This is an optimization exercise on Yosys and OpenROAD, whose aim is small area and a short achievable clock period, not a production implementation.
In this exercise RTL edits were held to simulation tests only and were not proved equivalent to the original.
No activity file was given, so power comes from the tool's default toggle rates.

<file path="flow/config.mk">
export PLATFORM = sky130hd
export DESIGN_NAME = PPCPU
export DESIGN_NICKNAME = PPCPU
export VERILOG_FILES = /design/flow/design.v
export SDC_FILE = /design/flow/constraint.sdc
export NUM_CORES = 4
export LEC_CHECK = 0
export CAP_MARGIN = 20
export CORE_MARGIN = 2
export CORE_UTILIZATION = 40
export SLEW_MARGIN = 20
</file>
<file path="flow/design.v">
`timescale 1ns / 1ps
module FA (
  input  X,   
  input  Y,   
  input  C,   
  output F,   
  output G,   
  output P    
);
  assign F = X ^ Y ^ C;
  assign G = X & Y;
  assign P = X + Y;
endmodule
`timescale 1ns / 1ps
module CLA4 (
  input  G3,   
  input  G2,   
  input  G1,   
  input  G0,   
  input  P3,   
  input  P2,   
  input  P1,   
  input  P0,   
  output C3,   
  output C2,   
  output C1,   
  output C0,   
  input  Cin   
);
  assign C0 = G0 + (P0 & Cin);
  assign C1 = G1 + (P1 & G0) + (P1 & P0 & Cin);
  assign C2 = G2 + (P2 & G1) + (P2 & P1 & G0) + (P2 & P1 & P0 & Cin);
  assign C3 = G3 + (P3 & G2) + (P3 & P2 & G1) + (P3 & P2 & P1 & G0) + (P3 & P3 & P1 & P0 & Cin);
endmodule
`timescale 1ns / 1ps
module Adder4 (
  input  [3:0] X,      
  input  [3:0] Y,      
  input        Cin,    
  output       Cout,   
  output [3:0] F,      
  output       Gm,
  output       Pm,
  output       C2
);
  wire [3:0] G, P, C;
  FA L3 (
    .X(X[3]),
    .Y(Y[3]),
    .C(C[2]),
    .F(F[3]),
    .G(G[3]),
    .P(P[3])
  );
  FA L2 (
    .X(X[2]),
    .Y(Y[2]),
    .C(C[1]),
    .F(F[2]),
    .G(G[2]),
    .P(P[2])
  );
  FA L1 (
    .X(X[1]),
    .Y(Y[1]),
    .C(C[0]),
    .F(F[1]),
    .G(G[1]),
    .P(P[1])
  );
  FA L0 (
    .X(X[0]),
    .Y(Y[0]),
    .C(Cin),
    .F(F[0]),
    .G(G[0]),
    .P(P[0])
  );
  CLA4 CLA (
    .G3(G[3]),
    .G2(G[2]),
    .G1(G[1]),
    .G0(G[0]),
    .P3(P[3]),
    .P2(P[2]),
    .P1(P[1]),
    .P0(P[0]),
    .C3(C[3]),
    .C2(C[2]),
    .C1(C[1]),
    .C0(C[0]),
    .Cin(Cin)
  );
  assign Cout = C[3];
  assign C2   = C[2];
  assign Gm   = G[3] + (P[3] & G[2]) + (P[3] & P[2] & G[1]) + (P[3] & P[2] & P[1] & G[0]);
  assign Pm   = P[3] & P[2] & P[1] & P[0];
endmodule
`timescale 1ns / 1ps
module Adder16 (
  input  [15:0] A,
  input  [15:0] B,
  input         Cin,
  output [15:0] F,
  output        Px,
  output        Gx,
  output        C14
);
  wire C15, C11, C7, C3;
  wire Pm3, Pm2, Pm1, Pm0;
  wire Gm3, Gm2, Gm1, Gm0;
  Adder4 U3 (
    .X(A[15:12]),
    .Y(B[15:12]),
    .Cin(C11),
    .Cout(),
    .F(F[15:12]),
    .Gm(Gm3),
    .Pm(Pm3),
    .C2(C14)
  );
  Adder4 U2 (
    .X(A[11:8]),
    .Y(B[11:8]),
    .Cin(C7),
    .Cout(),
    .F(F[11:8]),
    .Gm(Gm2),
    .Pm(Pm2),
    .C2()
  );
  Adder4 U1 (
    .X(A[7:4]),
    .Y(B[7:4]),
    .Cin(C3),
    .Cout(),
    .F(F[7:4]),
    .Gm(Gm1),
    .Pm(Pm1),
    .C2()
  );
  Adder4 U0 (
    .X(A[3:0]),
    .Y(B[3:0]),
    .Cin(Cin),
    .Cout(),
    .F(F[3:0]),
    .Gm(Gm0),
    .Pm(Pm0),
    .C2()
  );
  assign C3  = Gm0 + (Pm0 & Cin);
  assign C7  = Gm1 + (Pm1 & Gm0) + (Pm1 & Pm0 & Cin);
  assign C11 = Gm2 + (Pm2 & Gm1) + (Pm2 & Pm1 & Gm0) + (Pm2 & Pm1 & Pm0 & Cin);
  assign Px  = Pm3 & Pm2 & Pm1 & Pm0;
  assign Gx  = Gm3 + (Pm3 & Gm2) + (Pm3 & Pm2 & Gm1) + (Pm3 & Pm2 & Pm1 & Gm0);
endmodule
`timescale 1ns / 1ps
module Adder32 (
  input  [31:0] A,      
  input  [31:0] B,      
  output [31:0] F,      
  input         Cin,    
  output        Cout,   
  output        OF,     
  output        SF,     
  output        ZF,     
  output        CF      
);
  wire Gx1, Gx0, Px1, Px0;
  wire C15, C31, C30;
  Adder16 LW (
    .A(A[15:0]),
    .B(B[15:0]),
    .Cin(Cin),
    .F(F[15:0]),
    .Px(Px0),
    .Gx(Gx0),
    .C14()
  );
  Adder16 HW (
    .A(A[31:16]),
    .B(B[31:16]),
    .Cin(C15),
    .F(F[31:16]),
    .Px(Px1),
    .Gx(Gx1),
    .C14(C30)
  );
  assign C15  = Gx0 + (Px0 & Cin);
  assign C31  = Gx1 + (Px1 & Gx0) + (Px1 & Px0 & Cin);
  assign Cout = C31;
  assign OF   = C31 ^ C30;
  assign SF   = F[31];
  assign ZF   = ~|F;
  assign CF   = Cout ^ Cin;
endmodule
`timescale 1ns / 1ps
module BEXT (
  input         datain,     
  output [31:0] dataout     
);
  assign dataout = {32{datain}};
endmodule
`timescale 1ns / 1ps
module MUX1X2 (
    input X1, X0,
    input S,
    output wire Y
);
    assign Y = S ? X1 : X0;
endmodule
`timescale 1ns / 1ps
module MUX32X2 (
    input [31: 0] X1, X0,
    input S,
    output wire [31: 0] Y
);
    assign Y = S ? X1 : X0;
endmodule
`timescale 1ns / 1ps
module MUX32X4 (
    input [31: 0] X3, X2, X1, X0,
    input [1: 0] S,
    output wire [31: 0] Y
);
    assign Y = S == 2'b11 ? X3 :
               S == 2'b10 ? X2 :
               S == 2'b01 ? X1 :
                            X0;
endmodule
`timescale 1ns / 1ps
module MUX3X2 (
    input [2:0] X1, X0,
    input S,
    output wire [2:0] Y
);
    assign Y = S ? X1 : X0;
endmodule
`timescale 1ns / 1ps
module ALUCTR (
  input  [2:0] ALUctr,  
  output       SUBctr,  
  output [1:0] OPctr,   
  output       OVctr,   
  output       SIGctr   
);
  assign SUBctr  = ALUctr[2];
  assign OVctr   = !ALUctr[1] & ALUctr[0];
  assign SIGctr  = ALUctr[0];
  assign OPctr[1] = ALUctr[2] & ALUctr[1];
  assign OPctr[0] = !ALUctr[2] & ALUctr[1] & !ALUctr[0];
endmodule
`timescale 1ns / 1ps
module ALU (
    input [31: 0] A, B,
    input [2: 0] ALUctr,
    output wire [31: 0] Result,
    output wire Overflow, Z
);
    wire SUBctr, OVctr, SIGctr;
    wire [1: 0] OPctr;
    ALUCTR aluctr (
        .ALUctr(ALUctr),
        .SUBctr(SUBctr),
        .OVctr(OVctr),
        .SIGctr(SIGctr),
        .OPctr(OPctr)
    );
    wire [31: 0] ext_SUBctr;
    BEXT bext1 (
        .datain(SUBctr),
        .dataout(ext_SUBctr)
    );
    wire [31: 0] realB;
    assign realB = B ^ ext_SUBctr;
    wire [31: 0] F;
    wire OF, SF, CF;
    wire __ignore_for_adder__;
    Adder32 adder (
        .A(A),
        .B(realB),
        .F(F),
        .Cin(SUBctr),
        .Cout(__ignore_for_adder__),
        .ZF(Z),
        .OF(OF),
        .SF(SF),
        .CF(CF)
    );
    assign Overflow = OVctr & OF;
    wire [31: 0] orresult;
    assign orresult = A | B;
    wire SFxorOF;
    assign SFxorOF = SF ^ OF;
    wire x1;
    MUX1X2 mux1 (
        .X1(SFxorOF),
        .X0(CF),
        .S(SIGctr),
        .Y(x1)
    );
    wire [31: 0] _32h0, _32h1;
    assign _32h0 = 32'h0;
    assign _32h1 = 32'h1;
    wire [31: 0] out2;
    MUX32X2 mux2 (
        .X1(_32h1),
        .X0(_32h0),
        .S(x1),
        .Y(out2)
    );
    wire [31: 0] __ignore_for_mux3__;
    MUX32X4 mux3 (
        .X3(__ignore_for_mux3__),
        .X2(out2),
        .X1(orresult),
        .X0(F),
        .S(OPctr),
        .Y(Result)
    );
endmodule
`timescale 1ns / 1ps
module PC (
  input         Clk,    
  input         Clrn,   
  input  [31:0] PCin,   
  output [31:0] PCout   
);
  reg [31:0] PC;
  always @(negedge Clk) begin
    if (!Clrn) PC <= 32'h00000000;
    else PC <= PCin;
  end
  assign PCout = PC;
endmodule
`timescale 1ns / 1ps
module Ext (
  input  [15:0] imm16,   
  input         ExtOp,   
  output [31:0] Extout   
);
  assign Extout = ExtOp ? {{16{imm16[15]}}, imm16} : {16'h0000, imm16};
endmodule
`timescale 1ns / 1ps
module ControlUnit_main (
  input  [5:0] OP,      
  output       RegWr,   
  output       ALUSrc,  
  output       RegDst,  
  output       MemtoReg,  
  output       MemWr,   
  output       Branch,  
  output       Jump,    
  output       ExtOp,   
  output [2:0] ALUop,   
  output       R_type   
);
  wire ori   = !OP[5] & !OP[4] & OP[3] & OP[2] & !OP[1] & OP[0];    
  wire addiu = !OP[5] & !OP[4] & OP[3] & !OP[2] & !OP[1] & OP[0];   
  wire lw    = OP[5] & !OP[4] & !OP[3] & !OP[2] & OP[1] & OP[0];    
  wire sw    = OP[5] & !OP[4] & OP[3] & !OP[2] & OP[1] & OP[0];     
  wire beq   = !OP[5] & !OP[4] & !OP[3] & OP[2] & !OP[1] & !OP[0];  
  wire jump  = !OP[5] & !OP[4] & !OP[3] & !OP[2] & OP[1] & !OP[0];  
  assign RegWr    = R_type | ori | addiu | lw;
  assign ALUSrc   = ori | addiu | lw | sw;
  assign RegDst   = R_type;
  assign MemtoReg = lw;
  assign MemWr    = sw;
  assign Branch   = beq;
  assign Jump     = jump;
  assign ExtOp    = addiu | lw | sw;
  assign ALUop[0] = R_type;
  assign ALUop[1] = ori;
  assign ALUop[2] = beq;
  assign R_type   = !OP[5] & !OP[4] & !OP[3] & !OP[2] & !OP[1] & !OP[0];
endmodule
`timescale 1ns / 1ps
module ControlUnit_ALU (
  input  [5:0] func,    
  output [2:0] ALUctr   
);
  assign ALUctr[2] = !func[2] & func[1];
  assign ALUctr[1] = func[3] & !func[2] & func[1];
  assign ALUctr[0] = !func[3] & !func[2] & !func[0] | !func[2] & func[1] & !func[0];
endmodule
`timescale 1ns / 1ps
module ControlUnit (
  input  [5:0] OP,     
  input  [5:0] func,   
  output       RegWr,  
  output       ALUSrc,  
  output       RegDst,  
  output       MemtoReg,  
  output       MemWr,  
  output       Branch,  
  output       Jump,   
  output       ExtOp,  
  output [2:0] ALUctr  
);
  wire [2:0] ALUop;    
  wire [2:0] ALUop_R;  
  wire R_type;         
  ControlUnit_main U1 (  
    .OP(OP),
    .RegWr(RegWr),
    .ALUSrc(ALUSrc),
    .RegDst(RegDst),
    .MemtoReg(MemtoReg),
    .MemWr(MemWr),
    .Branch(Branch),
    .Jump(Jump),
    .ExtOp(ExtOp),
    .ALUop(ALUop),
    .R_type(R_type)
  );
  ControlUnit_ALU U2 (  
    .func(func),
    .ALUctr(ALUop_R)
  );
  MUX3X2 U3 (  
    .X1(ALUop_R),
    .X0(ALUop),
    .S(R_type),
    .Y(ALUctr)
  );
endmodule
`timescale 1ns / 1ps
module RegFiles (
  input        CLK,     
  input  [31:0] busW,   
  input        WE,      
  input  [4:0]  Rw,     
  input  [4:0]  Ra,     
  input  [4:0]  Rb,     
  output [31:0] busA,   
  output [31:0] busB    
);
  reg [31:0] RegFiles[31:0];  
  always @(negedge CLK) begin
    if (WE && Rw != 5'b00000) RegFiles[Rw] <= busW;  
  end
  assign busA = (Ra == 5'b00000) ? 32'h00000000 : RegFiles[Ra];
  assign busB = (Rb == 5'b00000) ? 32'h00000000 : RegFiles[Rb];
endmodule
`timescale 1ns / 1ps
module DetUnit (
    input  [4:0] E_Rs,      
    input  [4:0] E_Rt,      
    input        E_ALUSrc,  
    input  [4:0] M_Rw,      
    input  [4:0] W_Rw,      
    input        M_RegWr,   
    input        W_RegWr,   
    output [1:0] ALUSrcA,   
    output [1:0] ALUSrcB    
);
    wire C1A = M_RegWr && (M_Rw == E_Rs);
    wire C1B = M_RegWr && (M_Rw == E_Rt);
    wire C2A = W_RegWr && (W_Rw == E_Rs);
    wire C2B = W_RegWr && (W_Rw == E_Rt);
    assign ALUSrcA = C1A ? 2'b01 : C2A ? 2'b10 : 2'b00;
    assign ALUSrcB = E_ALUSrc ? 2'b11 : C1B ? 2'b01 : C2B ? 2'b10 : 2'b00;
endmodule
`timescale 1ns / 1ps
module DetUnit_load (
    input       E_MemtoReg,  
    input [4:0] Rs,          
    input [4:0] Rt,          
    input [4:0] E_Rt,        
    output      load_use     
);
    assign load_use = E_MemtoReg && ((E_Rt == Rs) || (E_Rt == Rt));
endmodule
`timescale 1ns / 1ps
module DetUnit_MEM (
    input  [4:0] M_Rt,      
    input  [4:0] W_Rw,      
    input        W_RegWr,   
    input        M_MemWr,   
    output       forward_busB  
);
    assign forward_busB = M_MemWr && W_RegWr && (W_Rw == M_Rt) && (W_Rw != 5'd0);
endmodule
`timescale 1ns / 1ps
module STAGE_IF (
    input              Clk,                     
    input              Clrn,                    
    input              stall,                   
    input              MEM_PCSrc,               
    input      [31:0]  MEM_Btarg_or_Jtarg,      
    input      [31:0]  IF_imem_data,            
    output reg [31:0]  IFout_PC,                
    output reg [31:0]  IFout_PC4,               
    output reg [31:0]  IFout_Inst               
);
    wire [31:0] pcin;
    wire [31:0] next_pc;
    MUX32X2 mux_pcin (
        .X1(MEM_Btarg_or_Jtarg),
        .X0(IFout_PC4),
        .S(MEM_PCSrc),
        .Y(next_pc)
    );
    assign pcin = stall ? IFout_PC : next_pc;
    wire [31:0] pc_wire;
    PC pc (
        .Clk(Clk),
        .Clrn(Clrn),
        .PCin(pcin),
        .PCout(pc_wire)
    );
    wire [31:0] inst_data;
    assign inst_data = IF_imem_data;
    always @(posedge Clk or negedge Clrn) begin
        if (!Clrn) begin
            IFout_PC  <= 32'd0;
            IFout_PC4 <= 32'd4;
            IFout_Inst<= 32'd0;
        end else if (!stall) begin
            IFout_PC  <= pc_wire;
            IFout_PC4 <= pc_wire + 32'd4;
            IFout_Inst<= inst_data;
        end
    end
endmodule
`timescale 1ns / 1ps
module REG_IF_ID (
    input Clk,                         
    input Clrn,                        
    input stall,                       
    input MEM_PCSrc,                   
    input [31:0] IF_PC4,               
    input [31:0] IF_PC,                
    input [31:0] IF_Inst,              
    output reg [31:0] ID_PC4,          
    output reg [31:0] ID_PC,           
    output reg [31:0] ID_Inst          
);
    always @(negedge Clk) begin
        if (!Clrn || MEM_PCSrc) begin
            ID_PC4  <= 32'h0;
            ID_PC   <= 32'h0;
            ID_Inst <= 32'h0;
        end
        else if (!stall) begin
            ID_PC4  <= IF_PC4;
            ID_PC   <= IF_PC;
            ID_Inst <= IF_Inst;
        end
    end
endmodule
`timescale 1ns / 1ps
module STAGE_ID (
    input              Clk,                     
    input      [31:0]  IDin_PC4,                
    input      [31:0]  IDin_PC,                 
    input      [31:0]  IDin_Inst,               
    input              WR_RegWE,                
    input      [4:0]   WR_Rw,                   
    input      [31:0]  WR_RegDin,               
    output     [31:0]  IDout_PC4,               
    output     [31:0]  IDout_Jtarg,             
    output     [31:0]  IDout_busA,              
    output     [31:0]  IDout_busB,              
    output     [4:0]   IDout_Rs,                
    output     [4:0]   IDout_Rt,                
    output     [4:0]   IDout_Rd,                
    output     [5:0]   IDout_func,              
    output     [15:0]  IDout_immd,              
    output             IDout_RegWr,             
    output             IDout_ALUSrc,            
    output             IDout_RegDst,            
    output             IDout_MemtoReg,          
    output             IDout_MemWr,             
    output             IDout_Branch,            
    output             IDout_Jump,              
    output             IDout_ExtOp,             
    output             IDout_R_type,            
    output     [2:0]   IDout_ALUop              
);
    wire [4:0]  ID_Rt     = IDin_Inst[20:16];
    wire [4:0]  ID_Rd     = IDin_Inst[15:11];
    wire [15:0] ID_imm16  = IDin_Inst[15:0];
    wire [5:0]  ID_func   = IDin_Inst[5:0];
    wire [5:0]  id_op     = IDin_Inst[31:26];
    wire [4:0]  id_rs     = IDin_Inst[25:21];
    ControlUnit cu (
        .OP(id_op),
        .func(ID_func),
        .RegWr(IDout_RegWr),
        .ALUSrc(IDout_ALUSrc),
        .RegDst(IDout_RegDst),
        .MemtoReg(IDout_MemtoReg),
        .MemWr(IDout_MemWr),
        .Branch(IDout_Branch),
        .Jump(IDout_Jump),
        .ExtOp(IDout_ExtOp),
        .ALUctr(IDout_ALUop)
    );
    assign IDout_R_type = id_op == 6'b000000;
    RegFiles regfiles (
        .CLK(Clk),
        .busW(WR_RegDin),
        .WE(WR_RegWE),
        .Rw(WR_Rw),
        .Ra(id_rs),
        .Rb(ID_Rt),
        .busA(IDout_busA),
        .busB(IDout_busB)
    );
    assign IDout_PC4   = IDin_PC4;
    assign IDout_Rs    = id_rs;
    assign IDout_Rt    = ID_Rt;
    assign IDout_Rd    = ID_Rd;
    assign IDout_func  = ID_func;
    assign IDout_immd  = ID_imm16;
    assign IDout_Jtarg = { IDin_PC4[31:28], IDin_Inst[25:0], 2'b00 };
endmodule
`timescale 1ns / 1ps
module REG_ID_EX (
    input Clk,                                     
    input Clrn,                                    
    input bubble,                                  
    input MEM_PCSrc,                               
    input [31:0] ID_PC4,                          
    input [31:0] ID_Jtarg,                        
    input [31:0] ID_busA,                         
    input [31:0] ID_busB,                         
    input [4:0] ID_Rs,                            
    input [4:0] ID_Rt,                            
    input [4:0] ID_Rd,                            
    input [5:0] ID_func,                          
    input [15:0] ID_immd,                         
    input ID_RegWr,                               
    input ID_ALUSrc,                              
    input ID_RegDst,                              
    input ID_MemtoReg,                            
    input ID_MemWr,                               
    input ID_Branch,                              
    input ID_Jump,                                
    input ID_ExtOp,                               
    input [2:0] ID_ALUop,                         
    input ID_R_type,                              
    output reg [31:0] EX_PC4,                     
    output reg [31:0] EX_Jtarg,                   
    output reg [31:0] EX_busA,                    
    output reg [31:0] EX_busB,                    
    output reg [4:0] EX_Rs,                       
    output reg [4:0] EX_Rt,                       
    output reg [4:0] EX_Rd,                       
    output reg [5:0] EX_func,                     
    output reg [15:0] EX_immd,                    
    output reg EX_RegWr,                          
    output reg EX_ALUSrc,                         
    output reg EX_RegDst,                         
    output reg EX_MemtoReg,                       
    output reg EX_MemWr,                          
    output reg EX_Branch,                         
    output reg EX_Jump,                           
    output reg EX_ExtOp,                          
    output reg [2:0] EX_ALUop,                    
    output reg EX_R_type                          
);
    always @(negedge Clk) begin
        if (!Clrn || MEM_PCSrc) begin
            EX_PC4     <= 32'h0;
            EX_Jtarg   <= 32'h0;
            EX_busA    <= 32'h0;
            EX_busB    <= 32'h0;
            EX_Rs      <= 5'h0;
            EX_Rt      <= 5'h0;
            EX_Rd      <= 5'h0;
            EX_func    <= 6'h0;
            EX_immd    <= 16'h0;
            EX_ALUop   <= 3'h0;
            EX_RegWr   <= 1'b0;
            EX_ALUSrc  <= 1'b0;
            EX_RegDst  <= 1'b0;
            EX_MemtoReg <= 1'b0;
            EX_MemWr   <= 1'b0;
            EX_Branch  <= 1'b0;
            EX_Jump    <= 1'b0;
            EX_ExtOp   <= 1'b0;
            EX_R_type  <= 1'b0;
        end
        else if (bubble) begin
            EX_PC4     <= ID_PC4;
            EX_Jtarg   <= ID_Jtarg;
            EX_busA    <= ID_busA;
            EX_busB    <= ID_busB;
            EX_Rs      <= ID_Rs;
            EX_Rt      <= ID_Rt;
            EX_Rd      <= ID_Rd;
            EX_func    <= ID_func;
            EX_immd    <= ID_immd;
            EX_ALUop   <= ID_ALUop;
            EX_RegWr   <= 1'b0;   
            EX_ALUSrc  <= ID_ALUSrc;
            EX_RegDst  <= ID_RegDst;
            EX_MemtoReg <= 1'b0;
            EX_MemWr   <= 1'b0;
            EX_Branch  <= 1'b0;
            EX_Jump    <= 1'b0;
            EX_ExtOp   <= ID_ExtOp;
            EX_R_type  <= ID_R_type;
        end
        else begin
            EX_PC4     <= ID_PC4;
            EX_Jtarg   <= ID_Jtarg;
            EX_busA    <= ID_busA;
            EX_busB    <= ID_busB;
            EX_Rs      <= ID_Rs;
            EX_Rt      <= ID_Rt;
            EX_Rd      <= ID_Rd;
            EX_func    <= ID_func;
            EX_immd    <= ID_immd;
            EX_ALUop   <= ID_ALUop;
            EX_RegWr   <= ID_RegWr;
            EX_ALUSrc  <= ID_ALUSrc;
            EX_RegDst  <= ID_RegDst;
            EX_MemtoReg <= ID_MemtoReg;
            EX_MemWr   <= ID_MemWr;
            EX_Branch  <= ID_Branch;
            EX_Jump    <= ID_Jump;
            EX_ExtOp   <= ID_ExtOp;
            EX_R_type  <= ID_R_type;
        end
    end
endmodule
`timescale 1ns / 1ps
module STAGE_EX (
    input              Clk,                     
    input      [31:0]  EXin_PC4,                
    input      [31:0]  EXin_Jtarg,              
    input      [31:0]  EXin_busA,               
    input      [31:0]  EXin_busB,               
    input      [4:0]   EXin_Rs,                 
    input      [4:0]   EXin_Rt,                 
    input      [4:0]   EXin_Rd,                 
    input      [5:0]   EXin_func,                
    input      [15:0]  EXin_immd,                
    input              EXin_RegWr,               
    input              EXin_ALUSrc,             
    input              EXin_RegDst,             
    input              EXin_MemtoReg,           
    input              EXin_MemWr,              
    input              EXin_Branch,             
    input              EXin_Jump,               
    input              EXin_ExtOp,              
    input              EXin_R_type,             
    input      [2:0]   EXin_ALUop,               
    input      [31:0]  MEM_ALUout,              
    input      [4:0]   MEM_Rw,                  
    input              MEM_RegWr,               
    input      [31:0]  WR_RegDin,               
    input      [4:0]   WR_Rw,                   
    input              WR_RegWr,                
    output     [31:0]  EXout_Btarg,              
    output     [31:0]  EXout_Jtarg,              
    output     [31:0]  EXout_busB,               
    output     [31:0]  EXout_ALUout,            
    output     [4:0]   EXout_Rw,                 
    output             EXout_Zero,               
    output             EXout_Overflow,           
    output             EXout_RegWr,              
    output             EXout_MemtoReg,           
    output             EXout_MemWr,              
    output             EXout_Branch,             
    output             EXout_Jump                
);
    wire [31:0] EX_ext_immd;
    Ext ext_inst (
        .imm16(EXin_immd),
        .ExtOp(EXin_ExtOp),
        .Extout(EX_ext_immd)
    );
    wire [1:0] ALUSrcA_ctrl, ALUSrcB_ctrl;
    DetUnit forward_unit (
        .E_Rs(EXin_Rs),
        .E_Rt(EXin_Rt),
        .E_ALUSrc(EXin_ALUSrc),
        .M_Rw(MEM_Rw),
        .W_Rw(WR_Rw),
        .M_RegWr(MEM_RegWr),
        .W_RegWr(WR_RegWr),
        .ALUSrcA(ALUSrcA_ctrl),
        .ALUSrcB(ALUSrcB_ctrl)
    );
    wire [31:0] ALU_A;
    assign ALU_A = (ALUSrcA_ctrl == 2'b01) ? MEM_ALUout :
                   (ALUSrcA_ctrl == 2'b10) ? WR_RegDin :
                   EXin_busA;
    wire [31:0] forwarded_busB;
    assign forwarded_busB = (ALUSrcB_ctrl == 2'b01) ? MEM_ALUout :
                            (ALUSrcB_ctrl == 2'b10) ? WR_RegDin :
                            EXin_busB;
    wire [31:0] ALU_B;
    assign ALU_B = EXin_ALUSrc ? EX_ext_immd : forwarded_busB;
    wire [31:0] ALU_result;
    wire ALU_overflow, ALU_zero;
    ALU alu_inst (
        .A(ALU_A),
        .B(ALU_B),
        .ALUctr(EXin_ALUop),
        .Result(ALU_result),
        .Overflow(ALU_overflow),
        .Z(ALU_zero)
    );
    wire [31:0] EX_shifted_immd = EX_ext_immd << 2;
    assign EXout_Btarg = EXin_PC4 + EX_shifted_immd;
    assign EXout_Jtarg    = EXin_Jtarg;
    assign EXout_busB     = forwarded_busB;   
    assign EXout_ALUout   = ALU_result;
    assign EXout_Rw       = EXin_RegDst ? EXin_Rd : EXin_Rt;
    assign EXout_Zero     = ALU_zero;
    assign EXout_Overflow = ALU_overflow;
    assign EXout_RegWr    = EXin_RegWr;
    assign EXout_MemtoReg = EXin_MemtoReg;
    assign EXout_MemWr    = EXin_MemWr;
    assign EXout_Branch   = EXin_Branch;
    assign EXout_Jump     = EXin_Jump;
endmodule
`timescale 1ns / 1ps
module REG_EX_MEM (
    input Clk,                           
    input Clrn,                          
    input MEM_PCSrc,                     
    input [31:0] EX_Btarg,               
    input [31:0] EX_Jtarg,               
    input [31:0] EX_busB,                
    input [31:0] EX_ALUout,              
    input [4:0] EX_Rw,                   
    input [4:0] EX_Rt,                   
    input EX_Zero,                       
    input EX_Overflow,                   
    input EX_RegWr,                      
    input EX_MemtoReg,                   
    input EX_MemWr,                      
    input EX_Branch,                     
    input EX_Jump,                       
    output reg [31:0] MEM_Btarg,         
    output reg [31:0] MEM_Jtarg,         
    output reg [31:0] MEM_busB,          
    output reg [31:0] MEM_ALUout,        
    output reg [4:0] MEM_Rw,             
    output reg [4:0] MEM_Rt,             
    output reg MEM_Zero,                 
    output reg MEM_Overflow,             
    output reg MEM_RegWr,                
    output reg MEM_MemtoReg,             
    output reg MEM_MemWr,                
    output reg MEM_Branch,               
    output reg MEM_Jump                  
);
    always @(negedge Clk) begin
        if (!Clrn || MEM_PCSrc) begin
            MEM_Btarg   <= 32'h0;
            MEM_Jtarg   <= 32'h0;
            MEM_busB    <= 32'h0;
            MEM_ALUout  <= 32'h0;
            MEM_Rw      <= 5'h0;
            MEM_Rt      <= 5'h0;
            MEM_Zero    <= 1'b0;
            MEM_Overflow <= 1'b0;
            MEM_RegWr   <= 1'b0;
            MEM_MemtoReg <= 1'b0;
            MEM_MemWr   <= 1'b0;
            MEM_Branch  <= 1'b0;
            MEM_Jump    <= 1'b0;
        end
        else begin
            MEM_Btarg   <= EX_Btarg;
            MEM_Jtarg   <= EX_Jtarg;
            MEM_busB    <= EX_busB;
            MEM_ALUout  <= EX_ALUout;
            MEM_Rw      <= EX_Rw;
            MEM_Rt      <= EX_Rt;
            MEM_Zero    <= EX_Zero;
            MEM_Overflow <= EX_Overflow;
            MEM_RegWr   <= EX_RegWr;
            MEM_MemtoReg <= EX_MemtoReg;
            MEM_MemWr   <= EX_MemWr;
            MEM_Branch  <= EX_Branch;
            MEM_Jump    <= EX_Jump;
        end
    end
endmodule
`timescale 1ns / 1ps
module STAGE_MEM (
    input              Clk,                     
    input      [31:0]  MEMin_Btarg,             
    input      [31:0]  MEMin_Jtarg,             
    input      [31:0]  MEMin_busB,              
    input      [31:0]  MEMin_ALUout,            
    input      [4:0]   MEMin_Rw,                
    input      [4:0]   MEMin_Rt,                
    input              MEMin_Zero,               
    input              MEMin_Overflow,          
    input              MEMin_RegWr,             
    input              MEMin_MemtoReg,          
    input              MEMin_MemWr,             
    input              MEMin_Branch,            
    input              MEMin_Jump,               
    input      [31:0]  WR_RegDin,               
    input      [4:0]   WR_Rw,                   
    input              WR_RegWr,                
    output     [31:0]  MEMout_Dout,             
    output     [31:0]  MEMout_ALUout,           
    output     [31:0]  MEMout_Btarg_or_Jtarg,   
    output     [4:0]   MEMout_Rw,               
    output             MEMout_Overflow,         
    output             MEMout_MemtoReg,         
    output             MEMout_RegWr,            
    output             MEMout_PCSrc,            
    output             MEM_dmem_we,             
    output             MEM_dmem_re,             
    output     [31:0]  MEM_dmem_addr,           
    output     [31:0]  MEM_dmem_wdata,          
    input      [31:0]  MEM_dmem_rdata           
);
    wire mem_forward_busB;
    DetUnit_MEM det_mem (
        .M_Rt(MEMin_Rt),
        .W_Rw(WR_Rw),
        .W_RegWr(WR_RegWr),
        .M_MemWr(MEMin_MemWr),
        .forward_busB(mem_forward_busB)
    );
    wire [31:0] DataIn_forward;
    assign DataIn_forward = mem_forward_busB ? WR_RegDin : MEMin_busB;
    wire [31:0] mem_dout;
    assign MEM_dmem_we    = MEMin_MemWr;
    assign MEM_dmem_re    = MEMin_MemtoReg;
    assign MEM_dmem_addr  = MEMin_ALUout;
    assign MEM_dmem_wdata = DataIn_forward;
    assign mem_dout       = MEM_dmem_rdata;
    assign MEMout_Dout       = mem_dout;
    assign MEMout_ALUout     = MEMin_ALUout;
    assign MEMout_Btarg_or_Jtarg = MEMin_Jump ? MEMin_Jtarg : MEMin_Btarg;
    assign MEMout_Rw         = MEMin_Rw;
    assign MEMout_Overflow   = MEMin_Overflow;
    assign MEMout_MemtoReg   = MEMin_MemtoReg;
    assign MEMout_RegWr      = MEMin_RegWr;
    assign MEMout_PCSrc      = MEMin_Jump | (MEMin_Branch & MEMin_Zero);
endmodule
`timescale 1ns / 1ps
module REG_MEM_WR (
    input Clk,                           
    input Clrn,                          
    input [31:0] MEM_Dout,               
    input [31:0] MEM_ALUout,             
    input [4:0] MEM_Rw,                  
    input MEM_Overflow,                  
    input MEM_MemtoReg,                  
    input MEM_RegWr,                     
    output reg [31:0] WR_Dout,           
    output reg [31:0] WR_ALUout,         
    output reg [4:0] WR_Rw,              
    output reg WR_Overflow,              
    output reg WR_MemtoReg,              
    output reg WR_RegWr                  
);
    always @(negedge Clk) begin
        if (!Clrn) begin
            WR_Dout     <= 32'h0;
            WR_ALUout   <= 32'h0;
            WR_Rw       <= 5'h0;
            WR_Overflow <= 1'b0;
            WR_MemtoReg <= 1'b0;
            WR_RegWr    <= 1'b0;
        end
        else begin
            WR_Dout     <= MEM_Dout;
            WR_ALUout   <= MEM_ALUout;
            WR_Rw       <= MEM_Rw;
            WR_Overflow <= MEM_Overflow;
            WR_MemtoReg <= MEM_MemtoReg;
            WR_RegWr    <= MEM_RegWr;
        end
    end
endmodule
`timescale 1ns / 1ps
module STAGE_WR (
    input      [31:0]  WRin_Dout,               
    input      [31:0]  WRin_ALUout,             
    input      [4:0]   WRin_Rw,                 
    input              WRin_Overflow,           
    input              WRin_MemtoReg,           
    input              WRin_RegWr,             
    output     [31:0]  WRout_RegDin,            
    output     [4:0]   WRout_Rw,                
    output             WRout_RegWE              
);
    assign WRout_RegDin = WRin_MemtoReg ? WRin_Dout : WRin_ALUout;
    assign WRout_Rw = WRin_Rw;
    assign WRout_RegWE = WRin_RegWr & (~WRin_Overflow);
endmodule
`timescale 1ns / 1ps
module PPCPU (
    input Clk,
    input Clrn,
    output [31:0] imem_addr,
    input  [31:0] imem_data,
    output        dmem_we,
    output        dmem_re,
    output [31:0] dmem_addr,
    output [31:0] dmem_wdata,
    input  [31:0] dmem_rdata,
    output        wb_we,
    output [ 4:0] wb_rw,
    output [31:0] wb_data
);
  reg  [31:2] if_pc;
  reg  [31:0] if_inst;
  reg  [31:0] id_inst;
  reg  [31:2] id_pc4;
  reg         stall_r;   
  reg  [31:0] ex_a, ex_b;
  reg  [15:0] ex_imm;
  reg         ex_immhi;
  reg  [31:2] ex_tgt;
  reg  [ 4:0] ex_rw;
  reg ex_regwr, ex_lw, ex_sw, ex_br, ex_j;
  reg ex_alusrc, ex_fma, ex_fmb;
  reg ex_sub, ex_or, ex_slt, ex_sig, ex_ovc;
  reg  [31:0] mem_alu, mem_sd;
  reg  [31:2] mem_tgt;
  reg  [ 4:0] mem_rw;
  reg mem_regwr, mem_lw, mem_sw, mem_pcsrc, mem_ov;
  reg  [31:0] wr_data;
  reg  [ 4:0] wr_rw;
  reg         wr_we;
  reg  [31:0] rf [1:31];
  wire flush = !Clrn | mem_pcsrc;
  wire [31:0] wrdata_n = mem_lw ? dmem_rdata : mem_alu;
  wire        mem_we_eff = mem_regwr & ~mem_ov;
  wire [5:0] op = id_inst[31:26];
  wire [5:0] fn = id_inst[5:0];
  wire [4:0] id_rs = id_inst[25:21];
  wire [4:0] id_rt = id_inst[20:16];
  wire [4:0] id_rd = id_inst[15:11];
  wire d_r     = op == 6'b000000;
  wire d_ori   = op == 6'b001101;
  wire d_addiu = op == 6'b001001;
  wire d_lw    = op == 6'b100011;
  wire d_sw    = op == 6'b101011;
  wire d_beq   = op == 6'b000100;
  wire d_j     = op == 6'b000010;
  wire d_regwr  = d_r | d_ori | d_addiu | d_lw;
  wire d_alusrc = d_ori | d_addiu | d_lw | d_sw;
  wire d_extop  = d_addiu | d_lw | d_sw;
  wire [2:0] aluctr_r = {!fn[2] & fn[1],
                         fn[3] & !fn[2] & fn[1],
                         !fn[3] & !fn[2] & !fn[0] | !fn[2] & fn[1] & !fn[0]};
  wire [2:0] aluctr = d_r ? aluctr_r : {d_beq, d_ori, 1'b0};
  wire [31:0] rf_a = (id_rs == 5'd0) ? 32'd0 : rf[id_rs];
  wire [31:0] rf_b = (id_rt == 5'd0) ? 32'd0 : rf[id_rt];
  wire fm_a = ex_regwr & (ex_rw == id_rs);
  wire fm_b = ex_regwr & (ex_rw == id_rt);
  wire fw_a = mem_we_eff & (mem_rw == id_rs);
  wire fw_b = mem_we_eff & (mem_rw == id_rt);
  wire [31:2] id_btgt = id_pc4 + {14'd0, id_inst[15:0]};
  wire [31:2] id_tgt  = d_j ? {id_pc4[31:28], id_inst[25:0]} : id_btgt;
  wire stall_n = !flush & !stall_r & d_lw &
                 ((id_rt == if_inst[25:21]) | (id_rt == if_inst[20:16]));
  wire [31:0] alu_a = ex_fma ? mem_alu : ex_a;
  wire [31:0] alu_b = ex_alusrc ? {{16{ex_immhi}}, ex_imm} : ex_fmb ? mem_alu : ex_b;
  wire [31:0] alu_bx = alu_b ^ {32{ex_sub}};
  wire [32:0] sum_x = {alu_a, 1'b1} + {alu_bx, ex_sub};
  wire [31:0] sum = sum_x[32:1];
  wire        cout = (alu_a[31] & alu_bx[31]) | ((alu_a[31] ^ alu_bx[31]) & ~sum[31]);
  wire        of = (alu_a[31] == alu_bx[31]) & (sum[31] != alu_a[31]);
  wire        lt = ex_sig ? (sum[31] ^ of) : (cout ^ ex_sub);
  wire [31:0] result = ex_slt ? {31'd0, lt} : ex_or ? (alu_a | alu_b) : sum;
  wire        eq = alu_a == alu_b;
  always @(posedge Clk or negedge Clrn) begin
    if (!Clrn) begin
      if_pc   <= 30'd0;
      if_inst <= 32'd0;
    end else begin
      if (!(stall_n | stall_r)) if_pc <= mem_pcsrc ? mem_tgt : if_pc + 30'd1;
      if (!stall_n) if_inst <= imem_data;
    end
  end
  always @(posedge Clk) begin
    stall_r <= stall_n;
    if (flush) id_inst <= 32'd0;
    else if (!stall_r) id_inst <= if_inst;
    if (!stall_r) id_pc4 <= if_pc + 30'd1;
    if (flush | stall_r) begin
      ex_regwr <= 1'b0;
      ex_lw    <= 1'b0;
      ex_sw    <= 1'b0;
      ex_br    <= 1'b0;
      ex_j     <= 1'b0;
    end else begin
      ex_regwr <= d_regwr;
      ex_lw    <= d_lw;
      ex_sw    <= d_sw;
      ex_br    <= d_beq;
      ex_j     <= d_j;
    end
    ex_a      <= fw_a ? wrdata_n : rf_a;
    ex_b      <= (fw_b & !d_alusrc) ? wrdata_n : rf_b;
    ex_fma    <= fm_a;
    ex_fmb    <= fm_b & !d_alusrc;
    ex_alusrc <= d_alusrc;
    ex_imm    <= id_inst[15:0];
    ex_immhi  <= d_extop & id_inst[15];
    ex_tgt    <= id_tgt;
    ex_rw     <= d_r ? id_rd : id_rt;
    ex_sub    <= aluctr[2];
    ex_ovc    <= !aluctr[1] & aluctr[0];
    ex_sig    <= aluctr[0];
    ex_slt    <= aluctr[2] & aluctr[1];
    ex_or     <= !aluctr[2] & aluctr[1] & !aluctr[0];
    if (flush) begin
      mem_regwr <= 1'b0;
      mem_lw    <= 1'b0;
      mem_sw    <= 1'b0;
      mem_pcsrc <= 1'b0;
    end else begin
      mem_regwr <= ex_regwr;
      mem_lw    <= ex_lw;
      mem_sw    <= ex_sw;
      mem_pcsrc <= ex_j | (ex_br & eq);
    end
    mem_alu <= result;
    mem_ov  <= ex_ovc & of;
    mem_tgt <= ex_tgt;
    mem_rw  <= ex_rw;
    mem_sd  <= (mem_we_eff & (mem_rw == ex_rw) & (mem_rw != 5'd0)) ? wrdata_n : ex_b;
    wr_we   <= Clrn & mem_we_eff;
    wr_rw   <= mem_rw;
    wr_data <= wrdata_n;
    if (wr_we && wr_rw != 5'd0) rf[wr_rw] <= wr_data;
  end
  assign imem_addr  = {if_pc, 2'b00};
  assign dmem_we    = mem_sw;
  assign dmem_re    = mem_lw;
  assign dmem_addr  = mem_alu;
  assign dmem_wdata = mem_sd;
  assign wb_we      = wr_we;
  assign wb_rw      = wr_rw;
  assign wb_data    = wr_data;
endmodule
</file>
<file path="flow/run.sh">
#!/bin/bash
# synth_recipe.tcl (not shown) runs the flow's synth.tcl, then flattens the netlist and writes it again
# the make line also repeats each setting of config.mk as NAME=value (left out here)
make -C /OpenROAD-flow-scripts/flow DESIGN_CONFIG=/design/flow/config.mk WORK_HOME=/design/flow/orfs CLKGATE_MAP_FILE= SYNTH_SCRIPT=/design/flow/synth_recipe.tcl finish
</file>
<file path="flow/constraint.sdc">
create_clock -name core_clock -period 13.0 [get_ports {Clk}]
set_input_delay 2.6000 -clock core_clock [delete_from_list [all_inputs] [get_ports {Clk}]]
set_output_delay 2.6000 -clock core_clock [all_outputs]
set_load 0.01 [all_outputs]
</file>
==> run_results.csv, run 1 <==
group,metric,value,unit
setup_path,cp_max_fo,32,
setup_path,required,10.40,ns
cts,cts_buffers,148,
sta,hold_violations,0,
cts,clk_path_buf_depth,3,
layout,layout_commonest_cell,"edfxtp_1",
grt,grt_max_degree,143,
cts,cts_sinks,1398,
drt,via_count,38100,
synth,synth_seq_cells,1398,
setup_path,worstReg2RegEnd,"mem_alu[0]$_DFF_P_",
setup_path,cp-end-kind,"output port",
layout,synthToLayoutAreaGrowth,15.1,%
synth,yosys_warnings,1,
drt,drt-initial-drc-count,4531,
grt,grt.total_usage,0.233,
setup_path,r2r_start,"ex_fmb$_DFF_P_",
setup_path,worstSetupStartpointType,"register",
setup_path,critical_path_depth,1,
sta,max_freq,0.192,GHz
synth,synthMuxAreaShare,0.245,
sta,setup_viol,0,
setup_path,crit_arrival,2.60,ns
cts,postCtsSetupBuffers,0,
synth,synth_enable_flop_cells,1022,
setup_path,cp-startpoint,"wr_data[0]$_DFF_P_",
grt,grt_pass1_wl,271,mm
grt,overflow,0,
cts,tritoncts,"done",
synth,synth_top_family_by_area,"multiplexers",
layout,fin_area,73200,sq um
layout,drive_gt1_frac,0.235,
placed_design,io_buffers,199,
power_and_ir_drop,peakVddDrop,0.0978,mV
synth,yosys.area_share.simple,0.0413,
die,start_util,0.402,
setup_path,crit_chain,"clkdlybuf4s50_1",
cts,ctsResizeCount,0,
setup_path,crit_buf_inv,1,
sta,skew,0.0475,ns
cts,root_buffer,"clkbuf_16",
synth,synth_adder_area_share,0.0166,
die,fp.dieW,403,um
sta,rsz0062_at_grt,"no",
sta,setup_tns,0,ns
setup_path,reg2regPathDepth,16,
placed_design,gp_congestion,0.867,
placed_design,hpwl,111,mm
setup_path,critical-path-slowest-cell,"dfxtp_1",
synth,synth_area,63600,sq um
drt,viasPerCell,6.01,
cts,clk_pin_slew,0.06,ns
cts,cts.hold.buffers_added,0,
layout,ff_latch_area,38600,sq um
layout,num-fill-cells,13500,
die,ios,202,
drt,ant_nets,0,
synth,async_flop_share,0.0443,
worst_hold_path,hold_class,"reg2reg",
sta,drv_slew,0,
sta,slew_headroom,0.159,
setup_path,reg2reg_slack,8.29,ns
die,num_rows,146,
synth,synth_compound_area_frac,0.0487,
synth,synth_xor_area_frac,0.0205,
synth,yosysSeqAreaShare,0.606,
cts,clk_latency,0.81,ns
setup_path,timing_worst_setup_path_type,"reg2out",
synth,syn_avg_cell_area,16.1,sq um
run,cap_violations,0,
grt,antenna_found_initial,7,
outcome,status,"finished clean",
placed_design,postPlaceCellArea,68300,sq um
layout,layout_common_cells,"edfxtp_1 (1022), mux4_2 (550), dfxtp_1 (296)",
setup_path,crit_end,"wb_data[0]",
power_and_ir_drop,power_density,170,nW/um^2
power_and_ir_drop,power,12.5,mW
layout,multi_input_area,24000,sq um
sta,min_period,5.20,ns
setup_path,critPathMaxStageDelay,0.98,ns
sta,worst_pin_slew,1.23,ns
drt,firstDrtPassIters,5,
die,die_area,162000,sq um
die,core_area,158000,sq um
drt,wl,191,mm
synth,synth_cell_types,76,
drt,drc_errors,0,
setup_path,critical-path-top-delay-family,"flip-flops",
cts,cts_max_level,4,
grt,grt_pass1_vias,37700,
layout,nets,4277,
synth,netlist_instances,3949,
drt,wl_per_cell,30.2,um
sta,fin_crit_sh,0.400,
die,fp.dieH,403,um
synth,synthFlopType,"edfxtp_1",
power_and_ir_drop,p_leak,24.4,nW
==> where the power goes <==
group,switching (mW),total (mW),internal [mW]
Clock,1.83,4.27,2.44
Sequential,0.403,5.95,5.55
Combinational,1.33,2.23,0.894
Total,3.57,12.5,8.89
==> stage by stage <==
stage	util	worst slack [ns]	hold slack [ns]	instances
6_report	0.463	7.80	0.321	6330
5_1_grt	0.463	7.67	0.327	6328
4_1_cts	0.463	7.71	0.323	6327
3_5_place_dp	0.432	8.28	0.312	6049
3_3_place_gp	0.431	8.27	0.310	6047
2_1_floorplan	-	8.78	0.310	3950
==> sequential cells by signal (all words and copies together), names as in the netlist, 5 cells and up, named ones only <==
register  cells
id_inst      32
wr_rw         5
wr_data      32
mem_alu      32
ex_imm       16
if_inst      32
ex_tgt       30
ex_rw         5
ex_b         32
mem_sd       32
id_pc4       30
rf          992
mem_tgt      30
if_pc        30
mem_rw        5
ex_a         32
==> per-layer routing <==
layer / vias up / part of all wire / track usage
li1: 16100 / - / -
met2: 1833 / 0.47 / 0.367
met1: 19800 / 0.40 / 0.317
met4: 6 / 0.030 / 0.0746
met3: 303 / 0.10 / 0.0621
met5: - / 0.00021 / 0
==> cell usage after synthesis, types with 4 or more instances <==
library cell | n | area share
inv_1 | 89 | 0.0053
a211oi_1 | 87 | 0.010
buf_1 | 32 | 0.0019
and3_1 | 21 | 0.0021
and4_1 | 5 | 0.00069
mux4_2 | 550 | 0.19
xnor2_1 | 83 | 0.011
nor3_1 | 15 | 0.0012
o22ai_1 | 65 | 0.0064
nand4_1 | 15 | 0.0015
or4_1 | 4 | 0.00047
nor4_1 | 16 | 0.0016
clkbuf_1 | 173 | 0.010
nor3b_1 | 7 | 0.00083
dfrtp_1 | 62 | 0.024
nand2b_1 | 13 | 0.0013
mux2_2 | 47 | 0.0083
dfxtp_1 | 314 | 0.099
xor2_1 | 66 | 0.0091
a31oi_1 | 12 | 0.0012
buf_2 | 60 | 0.0047
o211ai_1 | 4 | 0.00047
or3_1 | 5 | 0.00049
a21o_1 | 23 | 0.0027
nor2b_1 | 13 | 0.0013
a22oi_1 | 5 | 0.00059
o21a_1 | 7 | 0.00083
o31a_1 | 4 | 0.00055
ha_1 | 81 | 0.016
o31ai_1 | 4 | 0.00047
o21ai_1 | 5 | 0.00039
mux2i_1 | 261 | 0.041
nor2_1 | 247 | 0.015
nand2_1 | 191 | 0.011
a21oi_1 | 147 | 0.012
o21ai_0 | 110 | 0.0087
edfxtp_1 | 1022 | 0.48
nand3_1 | 30 | 0.0024
==> how the worst min path moves through the flow <==
stage                        from                   to  slack, ns  depth (start not counted)
6_report        ex_tgt[2]$_DFF_P_   mem_tgt[2]$_DFF_P_       0.32                          0
5_1_grt        ex_tgt[24]$_DFF_P_  mem_tgt[24]$_DFF_P_       0.33                          0
4_1_cts         ex_tgt[2]$_DFF_P_   mem_tgt[2]$_DFF_P_       0.32                          0
3_3_place_gp   ex_tgt[31]$_DFF_P_  mem_tgt[31]$_DFF_P_       0.31                          0
2_1_floorplan  ex_tgt[10]$_DFF_P_  mem_tgt[10]$_DFF_P_       0.31                          0
3_5_place_dp   ex_tgt[24]$_DFF_P_  mem_tgt[24]$_DFF_P_       0.31                          0
==> layout make-up <==
type | instances | share of cell area
Timing Repair Buffer | 296 | 0.0386
Clock buffer | 196 | 0.0559
Multi-Input combinational cell | 2194 | 0.327
Sequential cell | 1398 | 0.527
Antenna cell | 2 | 0.0000683
Tap cell | 2072 | 0.0354
Clock inverter | 82 | 0.0115
Inverter | 90 | 0.00461
==> cells by family (layout without fill, tap and decap cells) <==
family | after synthesis | after routing
and+or+nand+nor | 597 | 597
muxes | 861 | 861
xor gates and xnor gates | 149 | 149
AOI/OAI and AO/OA | 502 | 502
buffers and inverters | 358 | 664
other | 1 | 4
DFF | 1398 | 1398
adders and majority gates | 83 | 83
==> run 2: changes to the inputs <==
--- a/flow/design.v
+++ b/flow/design.v
@@ -1025,5 +1025,4 @@
   reg ex_alusrc, ex_fma, ex_fmb;
-  reg ex_sub, ex_or, ex_slt, ex_sig, ex_ovc;
+  reg ex_sub, ex_or, ex_slt, ex_sig, ex_ovc, ex_sum, ex_tsel;
   reg  [31:0] mem_alu, mem_sd;
-  reg  [31:2] mem_tgt;
   reg  [ 4:0] mem_rw;
@@ -1056,4 +1055,12 @@
   wire [2:0] aluctr = d_r ? aluctr_r : {d_beq, d_ori, 1'b0};
-  wire [31:0] rf_a = (id_rs == 5'd0) ? 32'd0 : rf[id_rs];
-  wire [31:0] rf_b = (id_rt == 5'd0) ? 32'd0 : rf[id_rt];
+  reg [31:0] rf_a, rf_b;
+  integer ri;
+  always @* begin
+    rf_a = 32'd0;
+    rf_b = 32'd0;
+    for (ri = 1; ri < 32; ri = ri + 1) begin
+      rf_a = rf_a | ({32{id_rs == ri}} & rf[ri]);
+      rf_b = rf_b | ({32{id_rt == ri}} & rf[ri]);
+    end
+  end
   wire fm_a = ex_regwr & (ex_rw == id_rs);
@@ -1074,3 +1081,4 @@
   wire        lt = ex_sig ? (sum[31] ^ of) : (cout ^ ex_sub);
-  wire [31:0] result = ex_slt ? {31'd0, lt} : ex_or ? (alu_a | alu_b) : sum;
+  wire [31:0] result = ({32{ex_sum}} & sum) | ({32{ex_or}} & (alu_a | alu_b)) |
+                       {31'd0, ex_slt & lt} | ({32{ex_tsel}} & {ex_tgt, 2'b00});
   wire        eq = alu_a == alu_b;
@@ -1081,3 +1089,3 @@
     end else begin
-      if (!(stall_n | stall_r)) if_pc <= mem_pcsrc ? mem_tgt : if_pc + 30'd1;
+      if (!(stall_n | stall_r)) if_pc <= mem_pcsrc ? mem_alu[31:2] : if_pc + 30'd1;
       if (!stall_n) if_inst <= imem_data;
@@ -1117,2 +1125,4 @@
     ex_or     <= !aluctr[2] & aluctr[1] & !aluctr[0];
+    ex_tsel   <= d_beq | d_j;
+    ex_sum    <= !(aluctr[1] | d_beq | d_j);
     if (flush) begin
@@ -1130,3 +1140,2 @@
     mem_ov  <= ex_ovc & of;
-    mem_tgt <= ex_tgt;
     mem_rw  <= ex_rw;
==> flow/flow/run.sh (new file) <==
#!/bin/bash
# Layout flow: the standard ORFS flow, unchanged, with a setup-slack
# margin for timing repair so that it aims well below the clock period.
# The clock period and all constraints are the standard flow's own.
cp standard.sh standard.sh.txt
export SETUP_SLACK_MARGIN=9
bash standard.sh > standard.log 2>&1
==> flow/standard.sh (new file) <==
#!/bin/bash
# synth_recipe.tcl (not shown) runs the flow's synth.tcl, then flattens the netlist and writes it again
# the make line also repeats each setting of config.mk as NAME=value (left out here)
make -C /OpenROAD-flow-scripts/flow DESIGN_CONFIG=/design/flow/config.mk WORK_HOME=/design/flow/orfs CLKGATE_MAP_FILE= SYNTH_SCRIPT=/design/flow/synth_recipe.tcl "${@:-finish}"
removed: flow/run.sh
==> run 2 against run 1 <==
Still clean. Area after synthesis down 8.8%. Utilization up 2.6 points. Design area down 4.0%. Global-route usage up 13 points. Sequential power down 3%. Die area down 8.7%. Cell count up 6.7%. Register-to-register slack better by 0.62 ns. Flip-flop and latch count down 38. Largest power group unchanged.
==> run_results.csv, run 2 <==
group,metric,value,unit
power_and_ir_drop,p_comb_frac,0.237,
synth,synth_common_cells,"edfxtp_1 (1022), a22oi_1 (411), dfxtp_1 (276)",
cts,root_buffer,"clkbuf_16",
sta,setup_tns,0,ns
setup_path,crit_chain,"buf_6, mux2i_1, nor2_1, a21oi_2, xnor2_1, ha_1, a21oi_2, nand2_1, nand4b_1, nand3_2, nand2_4, a221oi_4, o211ai_1, and4_1, a211o_1, fa_2, xnor2_2, o21ai_2, nand2_1, o221ai_1",
synth,synthFlopType,"edfxtp_1",
layout,multi_input_area,19900,sq um
synth,yosysMostFrequentCell,"edfxtp_1",
cts,clk_latency,0.83,ns
sta,rsz0062_at_grt,"yes",
layout,drive_gt1_frac,0.211,
layout,regMostFlops,"rf",
setup_path,cp_max_fo,4,
setup_path,critPathMaxStageDelay,0.38,ns
synth,synth_cell_types,78,
cts,cts_buffers,142,
die,fp.dieW,385,um
sta,worst_pin_slew,1.27,ns
power_and_ir_drop,power_density,186,nW/um^2
cts,clk_path_buf_depth,3,
layout,layout_commonest_cell,"edfxtp_1",
cts,tritoncts,"done",
sta,fin_crit_sh,0.315,
layout,ff_latch_area,38000,sq um
synth,synth_area_leaders,"edfxtp_1 (53%), dfxtp_1 (9.5%), a22oi_1 (5.3%), a221oi_1 (3.7%), a22o_1 (3.7%)",
drt,firstDrtPassIters,14,
drt,drt-initial-drc-count,11400,
synth,syn_avg_cell_area,13.4,sq um
drt,drc_errors,0,
layout,largest_register_ffs,992,
synth,yosysTopAreaCell,"edfxtp_1",
synth,synth_area,58000,sq um
grt,grt_max_degree,65,
setup_path,required,13.67,ns
sta,min_period,4.09,ns
cts,cts_max_level,4,
outcome,status,"finished clean",
drt,via_count,48600,
drt,viasPerCell,7.20,
placed_design,hpwl,146,mm
setup_path,worstSetupStartpointType,"register",
grt,antenna_found_initial,12,
layout,synthToLayoutAreaGrowth,21.2,%
sta,drv_slew,0,
run,cap_violations,0,
cts,clk_pin_slew,0.06,ns
setup_path,cp-end-kind,"register",
power_and_ir_drop,p_clk_frac,0.321,
worst_hold_path,hold_class,"reg2reg",
layout,num-fill-cells,12300,
layout,nets,4875,
die,ios,202,
power_and_ir_drop,p_leak,24.5,nW
synth,synth_seq_cells,1360,
setup_path,crit_arrival,4.76,ns
sta,max_freq,0.244,GHz
sta,slew_headroom,0.146,
drt,ant_nets,0,
synth,yosysSeqAreaShare,0.651,
synth,async_flop_share,0.0456,
die,core_area,144000,sq um
sta,setup_viol,0,
power_and_ir_drop,p_sw,3.88,mW
layout,layout_common_cells,"edfxtp_1 (1022), a22oi_1 (411), buf_4 (289)",
die,start_util,0.403,
synth,yosys_warnings,1,
setup_path,critical-path-slowest-cell,"dfxtp_4",
drt,wl_per_cell,40.5,um
synth,synth_enable_flop_cells,1022,
sta,skew,0.0567,ns
power_and_ir_drop,p_int,9.21,mW
die,fp.dieH,385,um
power_and_ir_drop,p_sw_frac,0.296,
cts,cts_sinks,1360,
grt,grt.total_usage,0.359,
power_and_ir_drop,seqPwrFrac,0.441,
setup_path,timing_worst_setup_path_type,"reg2reg",
placed_design,gp_congestion,0.952,
power_and_ir_drop,peakVddDrop,0.159,mV
die,num_rows,139,
grt,overflow,0,
synth,synth.top_cell.area_share,0.529,
grt,grt_pass1_vias,45700,
die,die_area,148000,sq um
synth,netlist_instances,4336,
sta,worst_hold_slack,0.432,ns
grt,grt_pass1_wl,368,mm
placed_design,io_buffers,199,
drt,wl,274,mm
sta,hold_violations,0,
run 2: cell types whose count changed after synthesis, moves of 68 or more:
cell / change
nand4_1: +132
a22oi_1: +406
mux2i_1: -149
a22o_1: +243
a221oi_1: +242
a211oi_1: -74
nor3_1: +68
mux4_2: -550
run 2: final timing paths:
| kind | cells after the start | from | end | slack (ns) |
|---|---|---|---|---|
| worst min-delay path | 0 | ex_rw[3]$_DFF_P_ | mem_rw[3]$_DFF_P_ | 0.43 |
| worst max register to register | 20 | ex_fmb$_DFF_P_ | mem_alu[0]$_DFF_P_ | 8.91 |
| worst min register to register | 0 | ex_rw[3]$_DFF_P_ | mem_rw[3]$_DFF_P_ | 0.43 |
| min in group asynchronous | 2 | Clrn | if_inst[15]$_DFFE_PN0N_ | 2.04 |
| worst max-delay path | 20 | ex_fmb$_DFF_P_ | mem_alu[0]$_DFF_P_ | 8.91 |
| max in group asynchronous | 2 | Clrn | if_pc[8]$_DFFE_PN0N_ | 10.33 |
run 2: layer usage:
metal | vias up | wire, um | track usage
li1 | 18400 | - | -
met1 | 23500 | 92700 | 0.433
met2 | 5231 | 112000 | 0.511
met3 | 1541 | 48000 | 0.181
met4 | 24 | 21400 | 0.213
met5 | - | 276 | 0.0101
run 2: worst max-delay path: cells and delay by family, from the launching register on:
family / cells / cell delay (ns)
buf+inv: 1 / 0.13
mux: 1 / 0.20
xor+xnor: 2 / 0.28
compound gates: 7 / 1.26
simple gates: 7 / 0.96
fa+ha+maj: 2 / 0.74
flops: 1 / 0.38
run 2: area by class of cell:
type                       count  share of cell area
antenna                       13            0.000463
clock buffer                 173              0.0537
clock inverter                86              0.0133
inverter                      61             0.00326
multi-input combinational   2625               0.282
sequential                  1360               0.541
tap                         1903              0.0339
timing repair buffer         535              0.0722
run 2: power by group through the flow:
stage	Sequential, mW	Clock (mW)	Combinational (mW)
floorplan	6.02	0	0.868
global placement	6.00	0	2.03
detailed placement	6.01	0	2.04
CTS	5.77	4.19	2.94
global route	5.80	4.36	3.23
finish	5.78	4.21	3.11
run 2: cells by family (layout without fill, tap and decap cells):
logic type               after synthesis  count (layout)  share of synthesized area
other                                  1              15                  0.0000646
AO/OA/AOI/OAI                       1307            1307                      0.174
adder cells (fa/ha/maj)               84              84                     0.0185
multiplexers                         198             198                     0.0360
flip-flops                          1360            1360                      0.651
AND/OR/NAND/NOR                      893             893                     0.0749
buffers and inverters                352             855                     0.0249
XOR/XNOR                             141             141                     0.0213
run 2: stage by stage:
step / cell area, sq um / util / setup slack (ns) / total power, mW / cells
2_1_floorplan: 58100 / - / 8.96 / 6.89 / 4337
3_3_place_gp: 63200 / 0.439 / 8.00 / 8.04 / 6310
3_5_place_dp: 63200 / 0.439 / 8.02 / 8.05 / 6310
4_1_cts: 70100 / 0.488 / 8.74 / 12.9 / 6737
5_1_grt: 70300 / 0.489 / 8.64 / 13.4 / 6744
6_report: 70300 / 0.489 / 8.91 / 13.1 / 6756
run 2: repair_timing:
item / in CTS / in global routing
cloned: 21 / 0
buffers inserted: 147 / 6
resized for setup: 788 / 21
hold buffers: 0 / 0
endpoints found under the setup margin: 158 / 43
pin swaps: 25 / 12

-- afterwards: timing with drivers on the ports --
How much do the figures lean on ideal ports? The routed layouts below were timed once more, with nothing changed but the port constraints. Step 1 (the two cells are an assumption about what drives the block):
set clk [get_ports {Clk}]
set_driving_cell -lib_cell sky130_fd_sc_hd__clkbuf_16 $clk
set_driving_cell -lib_cell sky130_fd_sc_hd__buf_2 [delete_from_list [all_inputs] $clk]
Step 2 moves the port delays by t, midway between the first and last clock arrival at a register: inputs arrive t later, outputs are due t later. That takes back most of the time a late clock gives input paths. Three values: ideal, step 1, step 2; two values: the first two.
run | t, ns | setup slack, ns | worst hold slack (ns) | worst slew at a driven data input, ns
run 1 | 0.878 | 7.799 / 7.707 / 8.274 | 0.321 / 0.321 / 0.321 | 0.06
run 2 | 0.881 | 8.909 / 8.879 / 8.447 | 0.432 / 0.432 / 0.432 | 0.08
After both steps setup and hold are still met in every run listed. The setup slack of run 2, which loses most, moves by -0.030 ns with the drivers and by -0.462 ns with both steps.
